Source: an optimization exercise on an open RTL-to-GDS flow (aim: small area). Production flows keep margins and buffers that such runs may drop.
Only simulation tests tie the RTL to the original design; equivalence was not proved.
No activity file was given, so power comes from the tool's default toggle rates.

Setup of v6:
Design bmp280_spi_uart_v2005, start of the top module:
module bmp280_spi_uart_v2005
#(
  parameter CLK_HZ = 50000,
  parameter BAUD   = 5000,
  parameter SCK_HZ = 12500
)(
  input  wire clk,
  input  wire rst_n,
  output wire spi_csn,
  output wire spi_sck,
  output wire spi_mosi,
  input  wire spi_miso,
  output wire uart_tx
);
  reg [6:0] g;                  
  wire [5:0] t = g[5:0];
  wire eow = (t == 6'd63);
  reg [6:0] pc;
  reg [7:0] j;
  reg first, f2;
  wire [1:0] cls;
  wire [4:0] xs;
  wire [3:0] ys;
  wire [3:0] ki;
  wire [2:0] msrc;
  wire [3:0] jc;
  wire [1:0] jend;
  wire mmul;
  wire fsub;
  wire clr;
  wire mdiv;
  wire mdve;
  wire md10;
  wire conv;
  wire isT;
  wire [1:0] subm;
  wire dA;
  wire dB;
  wire dC;
  wire dD;
  wire [1:0] bw;
  wire bsx;
  wire tinv;
  wire ltsign;
  wire lnz;
  wire ldsign;
  wire nzg;
  wire [7:0] chr;
  wire [1:0] ctype;
  wire [2:0] spit;
  wire lastpc;
  assign cls[0] = (pc == 7'd1) | (pc == 7'd19) | (pc == 7'd28) | (pc == 7'd29) | (pc == 7'd30) | (pc == 7'd32) | (pc == 7'd34) | (pc == 7'd35) | (pc == 7'd36) | (pc == 7'd103);
  ...
Settings: LEC_CHECK=0, ABC_AREA=1, CAP_MARGIN=20, CORE_MARGIN=2, CORE_UTILIZATION=55, GPL_TIMING_DRIVEN=0, PLACE_DENSITY=0.7, SLEW_MARGIN=20, SYNTH_MEMORY_MAX_BITS=16384; clock period 1000.0 ns.
standard.sh (not shown) runs the stock make flow with config.mk's settings and CLKGATE_MAP_FILE= SYNTH_SCRIPT=/design/flow/synth_recipe.tcl, a recipe that flattens the netlist after the stock synthesis.
==> flow/flow/run.sh <==
#!/bin/bash
# Own layout flow:
#  1. the standard synthesis (standard.sh synth), unchanged;
#  2. its combinational logic re-mapped for area with a stronger ABC script
#     (resynth.ys, opt.abc: ABC's &deepsyn, tried with four random seeds in
#     parallel, the smallest result kept); every register instance is kept as
#     it is, same name and cell;
#  3. the standard layout from that netlist, with clock tree synthesis
#     using clkbuf_4 clusters and no dummy loads.
# Each tool's output goes to a log file of its own in this folder.
set -euo pipefail
W=$PWD
R=$W/orfs/results/$FLOW_PLATFORM/bmp280_spi_uart_v2005/base
L=$W/orfs/logs/$FLOW_PLATFORM/bmp280_spi_uart_v2005/base
bash standard.sh synth > log_1_standard_synth.txt 2>&1
cp "$R/1_2_yosys.v" "$W/synth_standard.v"
LIB=$FLOW_HOME/platforms/$FLOW_PLATFORM/lib/sky130_fd_sc_hd__tt_025C_1v80.lib
DU=$(grep -o -- '-dont_use [A-Za-z0-9_]*' "$L/1_2_yosys.log" | sort -u | tr '\n' ' ')
YOSYS=$FLOW_HOME/../tools/install/yosys/bin/yosys
[ -x "$YOSYS" ] || YOSYS=yosys
for s in 0; do
  sed -e "s|@SEED@|$s|g" flow/opt.abc > "$W/opt_$s.abc"
  sed -e "s|@LIB@|$LIB|g" -e "s|@DU@|$DU|g" -e "s|@IN@|$W/synth_standard.v|g" \
      -e "s|@OUT@|$W/synth_resynth_$s.v|g" -e "s|@ABC@|$W/opt_$s.abc|g" -e "s|@TOP@|$FLOW_TOP|g" \
      flow/resynth.ys > "$W/resynth_run_$s.ys"
  "$YOSYS" -s "$W/resynth_run_$s.ys" > "log_2_resynth_$s.txt" 2>&1 &
done
wait
best=""; bestarea=""
for s in 0; do
  a=$(grep 'Chip area' "log_2_resynth_$s.txt" | tail -1 | awk '{print $NF}')
  echo "seed $s area $a" >> log_2_resynth_pick.txt
  if [ -n "$a" ] && [ -s "$W/synth_resynth_$s.v" ]; then
    if [ -z "$best" ] || awk "BEGIN{exit !($a < $bestarea)}"; then best=$s; bestarea=$a; fi
  fi
done
echo "picked seed $best area $bestarea" >> log_2_resynth_pick.txt
cp "$W/synth_resynth_$best.v" "$R/1_2_yosys.v"
rm -f "$R/1_synth.odb" "$R/1_synth.sdc"
bash standard.sh "CTS_ARGS=-sink_clustering_enable -repair_clock_nets -dont_use_dummy_load -buf_list sky130_fd_sc_hd__clkbuf_8 -sink_clustering_size 20 -sink_clustering_max_diameter 50" finish > log_3_standard_layout.txt 2>&1
Other scripts of this flow, unchanged in this note and not shown: flow/flow/opt.abc, flow/flow/resynth.ys
v6 | stages: all done | timing, DRC, antenna: all pass
Edits applied to the flow inputs when going from v6 to v7:
-- flow/flow/run.sh --
<<< v6, line 40
bash standard.sh "CTS_ARGS=-sink_clustering_enable -repair_clock_nets -dont_use_dummy_load -buf_list sky130_fd_sc_hd__clkbuf_8 -sink_clustering_size 20 -sink_clustering_max_diameter 50" finish > log_3_standard_layout.txt 2>&1
>>> v7, line 40
bash standard.sh "CTS_ARGS=-sink_clustering_enable -repair_clock_nets -dont_use_dummy_load -buf_list sky130_fd_sc_hd__clkbuf_4 -sink_clustering_size 11 -sink_clustering_max_diameter 40" finish > log_3_standard_layout.txt 2>&1
[summary]
Summary of v7 over v6: switching power rose by 0.000094 mW, fraction of area in clock buffers and inverters fell by 0.49 points, clock group share of total power fell by 1.4 points, total CTS buffers rose by 19, multi-input gate share of the layout cell area stayed essentially flat. Higher final instance area was reported by v6, not v7. Re number of cells produced by synthesis: no difference whatsoever between v7 and v6.


Setup of job 4150:
Another version of the RTL of bmp280_spi_uart_v2005 (not shown whole).
Size: ~1800 cells after synthesis, roughly 530 flip-flops, about 17000 um^2 of cells after synthesis.
## bmp280_spi_uart_v2005
module bmp280_spi_uart_v2005
#(
  parameter CLK_HZ = 50000,
  parameter BAUD   = 5000,
  parameter SCK_HZ = 12500
)(
  input  wire clk,
  input  wire rst_n,
  output wire spi_csn,
  output wire spi_sck,
  output wire spi_mosi,
  input  wire spi_miso,
  output wire uart_tx
);
clock: 1000.0 ns
lec_check: 0
abc_area: 1
cap_margin: 20
core_margin: 2
core_utilization: 33
gpl_timing_driven: 0
place_density: 0.5
slew_margin: 20
synth_memory_max_bits: 16384
run.sh (not shown) runs the stock make flow with config.mk's settings and CLKGATE_MAP_FILE= SYNTH_SCRIPT=/design/flow/synth_recipe.tcl, a recipe that flattens the netlist after the stock synthesis.
Stock flow here: none of the scripts above is used.
### job 4150 -> job 6948
- SYNTH_MEMORY_MAX_BITS no longer set, was 16384
Results
Job 6948 did not finish: a tool error stopped it during synthesis (1_2_yosys).

==> afterwards: timing with drivers on the ports <==
Ports are ideal in the flow. The routed layouts listed here were re-timed in OpenROAD.
Step 1 (the two cells are an assumption about what drives the block):
set clk [get_ports {clk}]
set_driving_cell -lib_cell sky130_fd_sc_hd__clkbuf_16 $clk
set_driving_cell -lib_cell sky130_fd_sc_hd__buf_2 [delete_from_list [all_inputs] $clk]
Step 2 also shifts input and output timing later by t, the mid clock arrival at the registers, as if the neighbouring blocks saw the same clock.
a / b / c = ideal ports / drivers / drivers and shift; a / b = the first two.
run | t, ns | setup slack, ns | hold WS [ns] | cell pins on the clock port's net
v6 | 0.562 | 793.029 / 792.982 / 793.544 | 0.293 / 0.293 / 0.293 | 1
v7 | 0.693 | 792.864 / 792.822 / 793.514 | 0.267 / 0.267 / 0.267 | 1
job 4150 | 0.644 | 795.044 / 794.989 / 795.633 | 0.312 / 0.312 / 0.312 | 1
After both steps every run listed still meets setup and hold.
